Source: an optimization exercise on an open RTL-to-GDS flow (aim: small area, a short achievable clock period and few clock cycles). Production flows keep margins and buffers that such runs may drop. Function was checked by simulation only, so behaviour that the tests miss may differ from the original. Power and IR drop assume default switching activity.

## run 1
Design convolution, start of the top module:
module convolution
(
output [4:0] memX_addr,
input      [7:0] dataX,
output [4:0] memY_addr,
input      [7:0] dataY,
input start,
output [15:0] dataZ,
output [5:0] memZ_addr,
output writeZ,
input      [4:0] sizeX,
input      [4:0] sizeY,
input            shape,
output busy,
output done,
input clk,
input rst_n
);
make LEC_CHECK=0 ABC_CLOCK_PERIOD_IN_PS=2000 CAP_MARGIN=20 CORE_MARGIN=2 CORE_UTILIZATION=40 PLACE_DENSITY=0.6 SETUP_SLACK_MARGIN=4.0 SLEW_MARGIN=20 finish   # period 6.0 ns
run.sh (not shown) runs the stock make flow with config.mk's settings and CLKGATE_MAP_FILE= SYNTH_SCRIPT=/design/flow/synth_recipe.tcl, a recipe that flattens the netlist after the stock synthesis.
Testbench counts of run 1, summed over its fixed seeds: cycles 40,637.
Inputs modified between run 1 and run 2:
- SETUP_SLACK_MARGIN: 4.0 -> 3.5
- CTS_BUF_LIST: unset -> sky130_fd_sc_hd__clkbuf_4
- ABC_CLOCK_PERIOD_IN_PS: 2000 -> 2500
Notes after the runs:
Run comparison: run 1 master of the slowest instance on the critical path sky130_fd_sc_hd__fa_2; run 2 master of the slowest instance on the critical path sky130_fd_sc_hd__fa_1
Relative to run 1, highest cell delay on the worst timing path has increased by 50 ps in run 2.
From run 1 to run 2 the numbers moved as follows: combinational power shrank by 26%; average wire per standard cell shrank by 6.0%; worst hold-check slack held steady.
Against run 1 as the reference, run 2 delivers a higher minimum period implied by the final worst setup slack.
Count of buffers not belonging to the clock network in the layout (run 1 / run 2): 1.4
Taking run 1 as the reference, in run 2 share of the cycle needed by the critical path after routing increased by 0.84 points relative to the old numbers; leakage power total decreased by 0.48 nW relative to the old numbers.
### run 2 -> run 3
- PLACE_DENSITY now 0.75, was 0.6
- CORE_UTILIZATION now 60, was 40
==> notes.md <==
- Routed length on met3, run 3 vs run 2: up by more than a quarter
- Est. power | run 3 vs run 2 | run 3 higher
- [run 3] portion of the layout cell area used by clock cells rose 0.17 points relative to run 2
- NOTE number of resized instances in the post-cts repair step run 2->run 3 increased by more than 10%


## north
Another version of the RTL of convolution (not shown whole).
For scale: ~580 cells after synthesis, ~89 flip-flops, ~65 I/O pins.
==> flow/config.mk <==
export PLATFORM = sky130hd
export DESIGN_NAME = convolution
export DESIGN_NICKNAME = convolution
export VERILOG_FILES = /design/flow/design.v
export SDC_FILE = /design/flow/constraint.sdc
export NUM_CORES = 4
export LEC_CHECK = 0
export ABC_CLOCK_PERIOD_IN_PS = 2500
export CAP_MARGIN = 20
export CORE_MARGIN = 2
export CORE_UTILIZATION = 40
export CTS_BUF_LIST = sky130_fd_sc_hd__clkbuf_8
export PLACE_DENSITY = 0.6
export SETUP_SLACK_MARGIN = 2.8
export SLEW_MARGIN = 20
==> flow/constraint.sdc <==
create_clock -name core_clock -period 6.0 [get_ports {clk}]
set_input_delay 1.2000 -clock core_clock [delete_from_list [all_inputs] [get_ports {clk}]]
set_output_delay 1.2000 -clock core_clock [all_outputs]
set_load 0.01 [all_outputs]
standard.sh (not shown) runs the stock make flow with config.mk's settings and CLKGATE_MAP_FILE= SYNTH_SCRIPT=/design/flow/synth_recipe.tcl, a recipe that flattens the netlist after the stock synthesis.
==> flow/flow/run.sh <==
#!/bin/bash
# Own flow: the standard layout, with small buffers on the ports and a lighter clock tree.
export BUFFER_PORTS_ARGS="-buffer_cell sky130_fd_sc_hd__buf_1"
export CTS_ARGS="-sink_clustering_enable -repair_clock_nets -buf_list sky130_fd_sc_hd__clkbuf_8 -dont_use_dummy_load"
bash standard.sh finish > standard.log 2>&1
north finished every step from synthesis to the final layout, and the layout passed the timing, DRC and antenna checks.
Testbench counts of north, summed over its fixed seeds: cycles 40,586.
Relative to north, the following input files were edited for south:
Settings: SETUP_SLACK_MARGIN now 3.2, was 2.8.
### Flow results
south: all stages complete, timing, DRC and antenna checks passed
Compare north and south | hold slack lower: south
Where power consumption is concerned, north is better than south.
Taking north over south, the total routed wirelength ratio works out to 0.926.
Diff north -> south: number of buffers other than clock buffers in the final layout higher, buffer and inverter count on the worst path now larger, fmax climbed 4.3%.
Of the two values seen for worst-path cell with the longest stage delay, sky130_fd_sc_hd__dfxtp_1 was produced by north and sky130_fd_sc_hd__fa_1 by south.
From south to north, total I/O pin count did not move at all.
The total iterations of the first detailed-routing run reported for south is greater than that of north by 1.
Summary of south over north: number of global-route vias before repair now larger; tap cell instance count saw little to no change; combinational share of power shows an increase of 3.0 points.
Input changes introduced in east (baseline for comparison: south):
Settings: a change of SETUP_SLACK_MARGIN from 3.2 to 3.0.
Findings:
- east reached the end of the flow, and the finished layout is clean on the timing, DRC and antenna checks.
- east: share of power burned in combinational logic lower than south
- Relative to south, the worst setup slack of east is lower by 6.7 ps.
- The via count reported for east is lower than the one for south.
- From south to east the numbers moved as follows: number of multi-input logic gates did not really move; register share of the cell area went up.
- Measured against each other, east and south differ in combinational group power, the higher figure coming from south.
- Clock network fraction of design power in east is 1.0 points higher than in south
- Going from south to east, portion of the clock cycle consumed by the worst path in the final layout closely matched the old numbers, via count normalized by instance count decreased by about 0.4% relative to the old numbers.
What west does differently from east at the input level:
Settings: CTS_BUF_LIST now sky130_fd_sc_hd__clkbuf_4, was sky130_fd_sc_hd__clkbuf_8.
==> flow/flow/run.sh <==
#!/bin/bash
# Own flow: the standard layout, with small buffers on the ports and a lighter clock tree.
export BUFFER_PORTS_ARGS="-buffer_cell sky130_fd_sc_hd__buf_1"
export CTS_ARGS="-sink_clustering_enable -repair_clock_nets -buf_list sky130_fd_sc_hd__clkbuf_4 -dont_use_dummy_load"
bash standard.sh finish > standard.log 2>&1
==> notes.md <==
west has power consumed by combinational cells above what east had. Of west and east, it is west that has the higher final-layout non-clock buffer area share. Looking at east and west, the fraction of standard cell area that is sequential is a wash. Diff west..east | register-to-register slack | negligible. Changes observed in west relative to east: met3 layer usage reported by global route decreased 0.41 points; filler cell count in the final layout essentially unchanged. Worst relative slew slack up 3.7 points in west wrt east. Against east, power drawn by the clock network in west came out better.
### west -> middle
==> flow/flow/run.sh <==
#!/bin/bash
# Own flow: the standard layout, with small buffers on the ports and a lighter clock tree.
export BUFFER_PORTS_ARGS="-buffer_cell sky130_fd_sc_hd__buf_1"
export CTS_ARGS="-sink_clustering_enable -repair_clock_nets -buf_list sky130_fd_sc_hd__clkbuf_4 -dont_use_dummy_load -sink_buffer_max_cap_derate 0.5"
bash standard.sh finish > standard.log 2>&1
## What came out
As far as final weighted congestion in routability-driven placement goes, west and middle are indistinguishable; the numbers are identical. west -> middle: total power divided by cell area flat. Diff west..middle | area of all placed cells without fillers | unchanged. Reported clock group power essentially unchanged between west and middle. Reported for west and middle, ratio of cells with drive above 1 in the final layout turned out identical to the last digit.

==> what the ideal ports hide <==
How much do the figures lean on ideal ports? The routed layouts below were timed once more, with nothing changed but the port constraints. Step 1, drivers: a clkbuf_16 drives clk and a buf_2 each remaining input, both assumed. Step 2, shift: input delay + t, output delay - t, t = (earliest + latest rising clock arrival at the registers) / 2. This alone moves slack from input paths to output paths. a / b / c = ideal ports / drivers / drivers and shift; a / b = the first two.
run	t, ns	slack for setup (ns)	latest minus earliest clock arrival (ns)
run 1	0.455	3.274 / 3.274 / 3.274	0.009 / 0.010
run 2	0.571	3.223 / 3.223 / 3.223	0.021 / 0.022
run 3	0.552	3.233 / 3.233 / 3.233	0.021 / 0.021
north	0.383	2.939 / 2.939 / 2.609	0.023 / 0.022
south	0.391	3.066 / 3.066 / 2.732	0.021 / 0.021
east	0.386	3.059 / 3.059 / 2.698	0.018 / 0.017
west	0.469	3.073 / 3.073 / 2.640	0.033 / 0.032
middle	0.469	3.073 / 3.073 / 2.640	0.033 / 0.032
After both steps every run listed still meets setup and hold.
